This is an optimization exercise on Yosys and OpenROAD, whose aim is a short achievable clock period and few clock cycles, not a production implementation. Only simulation tests tie the RTL to the original design; equivalence was not proved.

Design riscvsingle, start of the top module:
module riscvsingle(clk, reset,
                   PC,
                   Instr,
                   MemWrite,
                   ALUResult, WriteData,
                   ReadData);
export LEC_CHECK = 0
export ABC_CLOCK_PERIOD_IN_PS = 2000
export CAP_MARGIN = 20
export CELL_PAD_IN_SITES_DETAIL_PLACEMENT = 1
export CELL_PAD_IN_SITES_GLOBAL_PLACEMENT = 2
export CORE_MARGIN = 2
export CORE_UTILIZATION = 35
export PLACE_DENSITY = 0.45
export SLEW_MARGIN = 20
export SYNTH_HIERARCHICAL = 1
create_clock -name core_clock -period 13.0 [get_ports {clk}]
standard.sh (not shown) runs the stock make flow with config.mk's settings and CLKGATE_MAP_FILE= SYNTH_SCRIPT=/design/flow/synth_recipe.tcl, a recipe that flattens the netlist after the stock synthesis.
==> flow/flow/run.sh <==
#!/bin/bash
# Standard synthesis and layout; repair aims at a tighter period than the
# 13 ns constraint (SDC unchanged) by raising the setup slack margin.
set -euo pipefail
MARGIN=$(cat flow/margin.txt)
bash standard.sh synth > synth.log 2>&1
bash standard.sh SETUP_SLACK_MARGIN=$MARGIN finish > layout.log 2>&1
==> flow/flow/margin.txt <==
8.6
Testbench counts at the start, summed over its fixed seeds: cycles 150,831.
Rerun with:
--- a/flow/design.v
+++ b/flow/design.v
@@ -59,41 +59,34 @@
   wire x1 = (f_rs1 == x_rd) & x_we;
   wire x2 = (f_rs2 == x_rd) & x_we;
   wire w1 = (f_rs1 == m_rd) & m_we;
   wire w2 = (f_rs2 == m_rd) & m_we;
   wire hazard = x_ld & (x1 | (f_use2 & x2));
   wire [63:0] pc_seq = pc_f + 64'd4;
-  wire [31*32-1:0] rf_lo, rf_hi;
-  genvar g;
-  generate
-    for (g = 1; g < 32; g = g + 1) begin : rfh
-      assign rf_lo[(g-1)*32 +: 32] = rf[g][31:0];
-      assign rf_hi[(g-1)*32 +: 32] = rf[g][63:32];
+  reg [63:0] rv1, rv2;
+  integer k;
+  always @(*) begin
+    rv1 = 64'd0;
+    rv2 = 64'd0;
+    for (k = 1; k < 32; k = k + 1) begin
+      rv1 = rv1 | ({64{f_rs1 == k}} & rf[k]);
+      rv2 = rv2 | ({64{f_rs2 == k}} & rf[k]);
     end
-  endgenerate
-  wire [63:0] rv1, rv2;
-  rdhalf r1l(.rs(f_rs1), .regs(rf_lo), .y(rv1[31:0]));
-  rdhalf r1h(.rs(f_rs1), .regs(rf_hi), .y(rv1[63:32]));
-  rdhalf r2l(.rs(f_rs2), .regs(rf_lo), .y(rv2[31:0]));
-  rdhalf r2h(.rs(f_rs2), .regs(rf_hi), .y(rv2[63:32]));
+  end
   wire [20:0] immJ = {Instr[31], Instr[19:12], Instr[20], Instr[30:21], 1'b0};
   wire [12:0] immB = {Instr[31], Instr[7], Instr[30:25], Instr[11:8], 1'b0};
   wire [20:0] tJlo;
   wire [12:0] tBlo;
   wire        cJ, cB;
   tgtadd #(21) addJ(.a(pc_f[20:0]), .b(immJ), .s(tJlo), .co(cJ));
-  wire [20:0] tJlo2_unused;
-  wire        cJ2;
-  tgtadd #(21) addJ2(.a(pc_f[20:0]), .b(immJ), .s(tJlo2_unused), .co(cJ2));
   tgtadd #(13) addB(.a(pc_f[12:0]), .b(immB), .s(tBlo), .co(cB));
   wire [42:0] hJ_inc, hJ_dec, hJ_t;
   wire [50:0] hB_inc, hB_dec, hB_t;
   incdec #(43) idJ(.h(pc_f[63:21]), .hi(hJ_inc), .hd(hJ_dec));
   incdec #(51) idB(.h(pc_f[63:13]), .hi(hB_inc), .hd(hB_dec));
-  hisel  #(22) hsJ(.h(pc_f[42:21]), .hi(hJ_inc[21:0]), .hd(hJ_dec[21:0]), .sign(Instr[31]), .c(cJ), .y(hJ_t[21:0]));
-  hisel  #(21) hsJ2(.h(pc_f[63:43]), .hi(hJ_inc[42:22]), .hd(hJ_dec[42:22]), .sign(Instr[31]), .c(cJ2), .y(hJ_t[42:22]));
+  hisel  #(43) hsJ(.h(pc_f[63:21]), .hi(hJ_inc), .hd(hJ_dec), .sign(Instr[31]), .c(cJ), .y(hJ_t));
   hisel  #(51) hsB(.h(pc_f[63:13]), .hi(hB_inc), .hd(hB_dec), .sign(Instr[31]), .c(cB), .y(hB_t));
   wire [63:0] tJ  = {hJ_t, tJlo};
   wire [63:0] tB  = {hB_t, tBlo};
   wire [63:0] a   = ({64{sa_m}} & m_res) | ({64{sa_w}} & w_res) | ({64{sa_r}} & x_a);
   wire [63:0] al  = a | ({64{sa_l}} & ReadData);
   wire [63:0] b2e = ({64{sd_m}} & m_res) | ({64{sd_w}} & w_res) | ({64{sd_r}} & x_b);
@@ -208,17 +201,6 @@
 module lsel3 #(parameter W = 64) (s1, a1, s2, a2, s3, a3, y);
   input  s1, s2, s3;
   input  [W-1:0] a1, a2, a3;
   output [W-1:0] y;
   assign y = ({W{s1}} & a1) | ({W{s2}} & a2) | ({W{s3}} & a3);
 endmodule
-module rdhalf (rs, regs, y);
-  input  [4:0] rs;
-  input  [31*32-1:0] regs;      
-  output reg [31:0] y;
-  integer k;
-  always @(*) begin
-    y = 32'd0;
-    for (k = 1; k < 32; k = k + 1)
-      y = y | ({32{rs == k}} & regs[(k-1)*32 +: 32]);
-  end
-endmodule
Result: The changed run finished with timing, DRC and antenna clean. Clock-buffer cell count came out lower by 22. Synthesized area came out lower by 7.5%. Fmax came out higher by 0.48%. Non-clock buffer count came out lower by 114. Flip-flop and latch count stays the same. Global-route usage came out higher by 7.1 points. Worst hold slack is better by 5.6 ps. Die area came out lower by 7.4%. Worst setup slack is better by 22 ps.
Testbench counts after the change, summed over its fixed seeds: cycles 150,831.

-- re-timing with driven ports --
The results above use ideal ports. As a check the final layouts listed here were re-extracted and re-timed, cells and wires unchanged.
Step 1 sets driving cells, clkbuf_16 on the clock port and buf_2 on the other inputs (assumed; they add their load-dependent delay and slew).
Step 2 also shifts input and output timing later by t, the mid clock arrival at the registers, as if the neighbouring blocks saw the same clock.
a / b / c = ideal ports / drivers / drivers and shift; a / b = the first two.
| run | t, ns | setup slack, ns | worst hold slack (ns) |
|---|---|---|---|
| the first run | 1.029 | 8.360 / 8.000 / 6.971 | 0.357 / 0.357 / 0.357 |
| the second run | 1.066 | 8.382 / 8.285 / 7.219 | 0.363 / 0.363 / 0.363 |
After both steps setup and hold are still met in every run listed. For the first run, which loses most, drivers alone change the setup slack by -0.360 ns; drivers and shift together by -1.389 ns.
